Source: an optimization exercise on an open RTL-to-GDS flow (aim: small area). Production flows keep margins and buffers that such runs may drop. Only simulation tests tie the RTL to the original design; equivalence was not proved.

==> job 6942 <==
Design adpll_ctr, start of the top module:
module adpll_ctr
   (
    input                     rst,
    input                     clk,
    input                     valid,
    input [5-1:0] address,
    input [26-1:0] wdata,
    input                     wstrb,
    output [1:0]              rdata,
    output reg                ready,
    input                     data_mod,  
    output                    dco_pd,
    output reg [1:0]          dco_osc_gain,
    output [4:0]              dco_c_l_rall,
    output [4:0]              dco_c_l_row,
    output [4:0]              dco_c_l_col,
    output [15:0]             dco_c_m_rall,
    output [15:0]             dco_c_m_row,
    output [15:0]             dco_c_m_col,
    output [15:0]             dco_c_s_rall,
    output [15:0]             dco_c_s_row,
    output [15:0]             dco_c_s_col,
    output                    tdc_pd,
    output                    tdc_pd_inj,
    output reg [2:0]          tdc_ctr_freq,
    input [6:0]               tdc_ripple_count,
    input [15:0]              tdc_phase
    );
clock: 40.0 ns
lec_check: 0
cap_margin: 20
core_margin: 2
core_utilization: 40
place_density: 0.6
slew_margin: 20
run.sh (not shown) runs the stock make flow with config.mk's settings and CLKGATE_MAP_FILE= SYNTH_SCRIPT=/design/flow/synth_recipe.tcl, a recipe that flattens the netlist after the stock synthesis.
==> inputs of job 3066, as changes to job 6942 <==
--- a/flow/design.v
+++ b/flow/design.v
@@ -214,14 +214,12 @@
    wire signed [7:0] 		otw_int_round_sat;
    reg signed [4:0] 		otw_l_fixed, otw_l_fixed_nxt;
    reg signed [7:0] 		otw_m_fixed, otw_m_fixed_nxt;
    wire signed [27-1:0] 	      ph_diff;
    wire signed [27-1:0] 	      ph_diff_accum;
    reg signed [27-1:0] 	ph_diff_accum_last;
-   wire signed [27-1:0] 	ph_diff_mod;
-   wire signed [27-1:0] 	freq_dev;
    wire signed [27-1:0] 	integral;
    wire signed [27-1:0] 	integral_beta;
    reg signed [27-1:0] 	integral_last;
    reg [1:0] 			iir_n;
    reg [2:0] 			lambda;
    wire signed [27-1:0] 	iir_out;
@@ -276,40 +274,84 @@
 			  .counter_in(tdc_ripple_count),
 			  .phase_in(tdc_phase),
 			  .tdc_word(tdc_word));
    assign dco_pd = (adpll_mode == TEST)? dco_pd_test : dco_pd_state;
    assign tdc_pd = (adpll_mode == TEST)? tdc_pd_test : tdc_pd_state;
    assign tdc_pd_inj = (adpll_mode == TEST)? tdc_pd_inj_test : tdc_pd_inj_state;
-   assign ph_diff = FCW - {tdc_word,{{(14){1'b0}}}};
-   assign freq_dev = (data_mod == 1'b1)?
-		     {{{(12+1){1'b0}}},FCW_mod,{{(14-5){1'b0}}}}:
-		     ~{{{(12+1){1'b0}}},FCW_mod,{{(14-5){1'b0}}}}+1;
-   assign ph_diff_mod = (en_mod==1'b0)? ph_diff: ph_diff + freq_dev;
-   assign ph_diff_accum = ph_diff_accum_last + ph_diff_mod;
+   function [27+1:0] rip(input [27:0] a, input [27:0] b, input ci);
+      integer i;
+      reg     c;
+      begin
+	 c = ci;
+	 for (i = 0; i <= 27; i = i + 1) begin
+	    rip[i] = a[i] ^ b[i] ^ c;
+	    c = (a[i] & b[i]) | (a[i] & c) | (b[i] & c);
+	 end
+	 rip[27+1] = c;
+      end
+   endfunction
+   function [27+1:0] rca(input [27:0] a, input [27:0] b, input ci);
+      integer i, d;
+      reg [27:0] p, g, pp, gg;
+      begin
+	 p = a ^ b;
+	 g = a & b;
+	 g[0] = g[0] | (p[0] & ci);
+	 pp = p;
+	 gg = g;
+	 for (d = 1; d <= 27; d = d * 2)
+	   for (i = 2*d-1; i <= 27; i = i + 2*d) begin
+	      gg[i] = gg[i] | (pp[i] & gg[i-d]);
+	      pp[i] = pp[i] & pp[i-d];
+	   end
+	 for (d = 16; d >= 1; d = d / 2)
+	   for (i = 3*d-1; i <= 27; i = i + 2*d) begin
+	      gg[i] = gg[i] | (pp[i] & gg[i-d]);
+	      pp[i] = pp[i] & pp[i-d];
+	   end
+	 rca[0] = p[0] ^ ci;
+	 for (i = 1; i <= 27; i = i + 1)
+	   rca[i] = p[i] ^ gg[i-1];
+	 rca[27+1] = gg[27];
+      end
+   endfunction
+   wire [27+1:0] ph_diff_hi = rip({{(27+1-12){1'b0}},FCW[26-1:14]},
+				     ~{{(27+1-12){1'b0}},tdc_word}, 1'b1);
+   assign ph_diff = {ph_diff_hi[27-1-14:0], FCW[14-1:0]};
+   wire [27+1:0] accum_p = rip({1'b0,ph_diff_accum_last}, {1'b0,ph_diff}, 1'b0);
+   wire [27-10:0] mod_add = {{(27-14){1'b0}},FCW_mod} & {(27-9){en_mod}};
+   wire [27+1:0] accum_hi1 = rip({10'd0,accum_p[27-1:9]}, {10'd0,mod_add}, 1'b0);
+   wire [27+1:0] accum_hi0 = rip({10'd0,accum_p[27-1:9]}, {10'd0,~mod_add}, 1'b1);
+   assign ph_diff_accum = {data_mod ? accum_hi1[27-10:0] : accum_hi0[27-10:0],
+			   accum_p[8:0]};
    assign rst_accum_all = rst | rst_accum;
    always @ (posedge clk, posedge rst_accum_all)
      if(rst_accum_all)
        ph_diff_accum_last <= 27'd0;
      else if(en)
        ph_diff_accum_last <= ph_diff_accum;
-   assign integral = iir_out + integral_last;
+   wire [27+1:0] integral_s = rca({1'b0,iir_out}, {1'b0,integral_last}, 1'b0);
+   assign integral = integral_s[27-1:0];
    assign integral_beta = integral >>> beta;
    always @ (posedge clk, posedge rst_accum_all)
       if(rst_accum_all)
          integral_last <= 27'd0;
       else if(en&en_integral)
 	 integral_last <= integral;
    function [27-1:0] iir_stage(input [27-1:0] x, input [27-1:0] y, input [2:0] l);
       reg signed [27:0] d;
+      reg [27+1:0] t;
       reg [27:0] ds;
       reg [7:0]     bw;
       begin
-	 d = {x[27-1],x} - {y[27-1],y};
+	 t = rca({x[27-1],x}, ~{y[27-1],y}, 1'b1);
+	 d = t[27:0];
 	 bw = d[7:0] ^ x[7:0] ^ y[7:0];
 	 ds = d >>> l;
-	 iir_stage = y + ds[27-1:0] + bw[l];
+	 t = rca({1'b0,y}, {1'b0,ds[27-1:0]}, bw[l]);
+	 iir_stage = t[27-1:0];
       end
    endfunction
    assign iir1_in = ph_diff_accum;
    assign iir1_out = iir_stage(iir1_in, iir1_out_last, lambda);
    assign iir2_in = iir1_out;
    assign iir2_out = iir_stage(iir2_in, iir2_out_last, lambda);
@@ -331,16 +373,18 @@
    wire signed [27-1:0] 	ntw;
    wire signed [27-1:0] 	otw;
    wire signed [27-1-14:0] otw_int;
    wire signed [27-1-14:0] otw_int_round;
    wire signed [27-1:0] 	iir_alpha = iir_out >>> alpha;
    wire signed [27-1:0] 	integral_term = integral_beta & {27{en_integral}};
-   assign ntw = integral_term + iir_alpha;
+   wire [27+1:0] ntw_s = rca({1'b0,integral_term}, {1'b0,iir_alpha}, 1'b0);
+   assign ntw = ntw_s[27-1:0];
    assign otw = (ntw << 7);
    assign otw_int = otw[27-1:14];
-   assign otw_int_round = (otw[13]) ? otw_int + 1 : otw_int;
+   wire [27+1:0] otw_int_round_s = rca({{(14+1){1'b0}},otw_int}, {(27+1){1'b0}}, otw[13]);
+   assign otw_int_round = otw_int_round_s[27-1-14:0];
    assign otw_int_round_sat = (state_rx == C_L)? ((otw_int_round > 16'sd12 ) ? 8'sd12 :
    			      ((otw_int_round < -16'sd13 ) ? -8'sd13:otw_int_round )) :
 			      (otw_int_round > 16'sd127 ) ? 8'sd127 :
 			      ((otw_int_round < -16'sd128 ) ? -8'sd128: otw_int_round);
    assign dco_c_l_word = (adpll_mode == TEST)? dco_c_l_word_test :
 			 (((state_rx == C_L) && ~rst_accum )? otw_int_round_sat :
==> flow/flow/run.sh (new file) <==
#!/bin/bash
# Standard ORFS layout (the standard.sh, standard synthesis unchanged) with
# two changes: the port buffers use the smallest buffer cell, and clock tree
# synthesis inserts no dummy loads and builds the tree from clkbuf_4 cells.
set -euo pipefail
cd "$(dirname "$0")/.."
export BUFFER_PORTS_ARGS="-buffer_cell sky130_fd_sc_hd__buf_1"
export CTS_ARGS="-sink_clustering_enable -repair_clock_nets -dont_use_dummy_load -buf_list sky130_fd_sc_hd__clkbuf_4"
bash standard.sh > flow_standard.log 2>&1
==> flow/standard.sh (new file) <==
#!/bin/bash
# synth_recipe.tcl (not shown) runs the flow's synth.tcl, then flattens the netlist and writes it again
# the make line also repeats each setting of config.mk as NAME=value (left out here)
make -C /OpenROAD-flow-scripts/flow DESIGN_CONFIG=/design/flow/config.mk WORK_HOME=/design/flow/orfs CLKGATE_MAP_FILE= SYNTH_SCRIPT=/design/flow/synth_recipe.tcl "${@:-finish}"
Settings changed: ABC_AREA set to 1.
removed: flow/run.sh
==> comparison table <==
quantity                                                                     job 3066                      job 6942
Synthesized netlist cell count                                                  4,805                         5,199
Detailed-routing wirelength on met1                                         48,540 um                     64,120 um
Clock insertion delay at the later pin of the skew report                     0.93 ns                       0.63 ns
First-pass iteration count of the detailed router                                   8                             6
GR Layer Usage met3                                                            3.170%                        2.907%
End of the worst hold path                                         adpll_ctr0.aux2[5]  adpll_ctr0.iir3_out_last[26]
Number of H-tree levels                                                             3                             2
Post-DP HPWL                                                                76,180 um                    105,300 um
Final wirelength                                                           100,100 um                    136,500 um
Final non-filler cell area                                                37,870 um^2                   47,700 um^2
Worst path buffer plus inverter count                                              11                             7
XOR/XNOR Fraction of Synth Area                                                4.400%                        7.152%
Post-synthesis simple-gate area fraction                                       22.12%                        19.69%
Vias                                                                           31,960                        39,840
Outcome                                                       complete, no violations       complete, no violations
Rows                                                                              109                           117
Proportion of cell area spent on the clock network                             2.181%                        3.504%
Inverters                                                                         624                           250
Synth unique cells                                                                 74                           121
Via density per instance                                                        5.234                         5.818
Met1 usage                                                                     32.21%                        35.88%
Multiplexer fraction of the synthesized cell area                              2.704%                        11.13%
Post-layout min period                                                       37.44 ns                      38.62 ns
Maximum number of pins on one net before global-route repair                      136                           201
Layout Utilization                                                             42.98%                        46.82%

[afterwards: timing with drivers on the ports]
How much do the figures lean on ideal ports? The routed layouts below were timed once more, with nothing changed but the port constraints.
Step 1 sets driving cells, clkbuf_16 on the clock port and buf_2 on the other inputs (assumed; they add their load-dependent delay and slew).
Step 2 moves the port delays by t, midway between the first and last clock arrival at a register: inputs arrive t later, outputs are due t later. That takes back most of the time a late clock gives input paths.
Slacks: ideal / step 1 / step 2; pairs: ideal / step 1.
| run | t (ns) | slack for setup (ns) | hold WS [ns] | cell pins on the clock port's net |
|---|---|---|---|---|
| job 6942 | 0.674 | 1.382 / 1.310 / 1.310 | 0.483 / 0.483 / 0.483 | 1 |
| job 3066 | 0.925 | 2.562 / 2.537 / 2.537 | 0.428 / 0.428 / 0.428 | 1 |
After both steps setup and hold are still met in every run listed. The setup slack of job 6942, which loses most, moves by -0.072 ns with the drivers and by -0.072 ns with both steps.
